This design comes from an exercise in tuning for small area, a short achievable clock period and few clock cycles on the open sky130 flow, not from production work. The RTL was checked by simulation tests, not by an equivalence proof against the original design.

==> v2: inputs <==
==> flow/design.v (excerpt) <==
module conv_layer #(
    parameter activation_map = 9'h00a,
    parameter kernel = 9'h003,
    parameter stride = 1,
    parameter total_bits = 16,
    parameter fraction_bits = 12)(
    input clk,
    input calculate,
    input reset,
    input [total_bits - 1:0] activation,
    input [(kernel * kernel)*16 - 1:0] weight,
    output [total_bits - 1:0] conv_op,
    output valid_conv,
    output end_layer
    );
clock: 12.0 ns
lec_check: 0
cap_margin: 20
core_margin: 2
core_utilization: 40
slew_margin: 20
standard.sh (not shown) runs the stock make flow with config.mk's settings and CLKGATE_MAP_FILE= SYNTH_SCRIPT=/design/flow/synth_recipe.tcl, a recipe that flattens the netlist after the stock synthesis.
==> flow/flow/run.sh <==
#!/bin/bash
# The standard layout (the standard.sh: ORFS synthesis through finish) with
# repair_timing asked for a larger setup margin, so that the optimiser keeps
# improving the paths well beyond the 12 ns the constraints require; resizing
# not limited to the same cell footprint, and the port buffers made with buf_2;
# a denser core keeps the clock tree short.
set -euo pipefail
bash standard.sh SETUP_SLACK_MARGIN=8.5 MATCH_CELL_FOOTPRINT=0 \
  "BUFFER_PORTS_ARGS=-buffer_cell sky130_fd_sc_hd__buf_2" \
  CORE_UTILIZATION=60 finish > standard_flow.log 2>&1
==> inputs of v37, as changes to v2 <==
==> flow/flow/run.sh (replaced) <==
#!/bin/bash
# The standard layout (the standard.sh: ORFS synthesis through finish) with
# repair_timing asked for a larger setup margin, so that the optimiser keeps
# improving the paths well beyond the 12 ns the constraints require; resizing
# not limited to the same cell footprint, and the port buffers made with buf_2;
# a lower utilisation than 60 keeps the detailed routing quick.
set -euo pipefail
bash standard.sh SETUP_SLACK_MARGIN=8.5 MATCH_CELL_FOOTPRINT=0 \
  "BUFFER_PORTS_ARGS=-buffer_cell sky130_fd_sc_hd__buf_2" \
  CORE_UTILIZATION=45 finish > standard_flow.log 2>&1
==> run summary <==
| metric | v2 | v37 |
|---|---|---|
| Status | finished clean | finished clean |
| First-pass GRT wire length | 368000 um | 368000 um |
| Non-Clock Buffer Area Fraction | 6.30% | 6.58% |
| Clock Skew | 0.0739 ns | 0.0735 ns |
| Routed vias | 57.9k | 57.1k |
| Placed wire-length estimate after detailed placement | 139000 um | 143000 um |
| Register-to-register setup slack | 8.36 ns | 8.43 ns |
| Multi-input combinational cell area | 0.0513 mm2 | 0.0511 mm2 |
| Capture point of the worst reg-to-reg path | pb[40]$_DFF_P_ | pc[3]$_DFF_P_ |
| Worst slack, placed | 7.03 ns | 7.08 ns |
| Number of global-route vias before repair | 58.5k | 58.2k |
| Placed cells | 8797 | 9360 |
| Width of the die | 359 um | 414 um |
| Post-cts gate resize count | 198 | 239 |
| Post-route met1 wirelength | 98300 um | 97800 um |
| Source of the worst hold timing path | MAC[2].ROWEND.SR.sr[1][9]$_DFF_P_ | MAC[2].ROWEND.SR.sr[5][5]$_DFF_P_ |
Testbench counts of v2, summed over its fixed seeds: cycles 8,320.
Testbench counts of v37, summed over its fixed seeds: cycles 8,320.

* * *

==> inputs of trial 8 <==
Another version of the RTL of conv_layer (not shown whole).
clock: 12.0 ns
lec_check: 0
cap_margin: 20
core_margin: 2
core_utilization: 40
slew_margin: 20
==> flow/flow/run.sh <==
#!/bin/bash
# The standard layout (the standard.sh: ORFS synthesis through finish) with
# repair_timing asked for a larger setup margin, so that the optimiser keeps
# improving the paths well beyond the 12 ns the constraints require; resizing
# not limited to the same cell footprint, and the port buffers made with buf_2.
set -euo pipefail
bash standard.sh SETUP_SLACK_MARGIN=8.3 MATCH_CELL_FOOTPRINT=0 \
  "BUFFER_PORTS_ARGS=-buffer_cell sky130_fd_sc_hd__buf_2" \
  CORE_UTILIZATION=60 finish > standard_flow.log 2>&1
==> inputs of build 58, as changes to trial 8 <==
==> flow/flow/run.sh (replaced) <==
#!/bin/bash
# The standard layout (the standard.sh: ORFS synthesis through finish) with
# repair_timing asked for a larger setup margin, so that the optimiser keeps
# improving the paths well beyond the 12 ns the constraints require.
set -euo pipefail
bash standard.sh SETUP_SLACK_MARGIN=8.3 finish > standard_flow.log 2>&1
==> results_dict.tcl <==
set metrics [dict create \
    start_util_pct 60.35 \
    hold-worst-slack_ns 0.3211 \
    min_to "MAC[2].ROWEND.SR.sr[4][0]" \
    status "timing/DRC/antenna clean" \
    dr.pass1.iters 7 \
    nFillCells 9309 \
    clock_latency_ns 0.73 \
    clk_pin_slew_ns 0.07 \
]
# the run above: trial 8

==> results_dict.tcl <==
set metrics [dict create \
    nFillCells 16720 \
    clock_latency_ns 0.78 \
    hold-worst-slack_ns 0.3214 \
    min_to "MAC[2].ROWEND.SR.sr[6][13]" \
    status "timing/DRC/antenna clean" \
    start_util_pct 40.15 \
    dr.pass1.iters 6 \
]
# the run above: build 58

Testbench counts of trial 8, summed over its fixed seeds: cycles 8,240.
Testbench counts of build 58, summed over its fixed seeds: cycles 8,240.

## static timing again, ports no longer ideal
The results above use ideal ports. As a check the final layouts listed here were re-extracted and re-timed, cells and wires unchanged.
Step 1, drivers: a clkbuf_16 drives clk and a buf_2 each remaining input, both assumed.
Step 2 adds t to the input delays and takes it off the output delays; t is the mean of the earliest and latest rising clock arrival at the registers after step 1. Input paths then give back, and output paths get back, about the clock's delay inside the block.
Slacks: ideal ports / drivers / drivers and shift; pairs: ideal ports / drivers.
| run | t, ns | slack for setup (ns) | worst hold slack (ns) | worst setup path after step 2 | worst slew at a driven data input, ns |
|---|---|---|---|---|---|
| v2 | 0.820 | 8.339 / 8.260 / 7.731 | 0.297 / 0.297 / 0.297 | input to register | 0.08 |
| v37 | 0.838 | 8.326 / 8.248 / 7.798 | 0.265 / 0.265 / 0.265 | input to register | 0.13 |
| trial 8 | 0.801 | 7.847 / 7.847 / 7.847 | 0.321 / 0.321 / 0.321 | register to register | 0.09 |
| build 58 | 0.844 | 7.965 / 7.965 / 7.586 | 0.321 / 0.321 / 0.321 | input to register | 0.05 |
After both steps every run listed still meets setup and hold. For v2, which loses most, drivers alone change the setup slack by -0.079 ns; drivers and shift together by -0.608 ns.
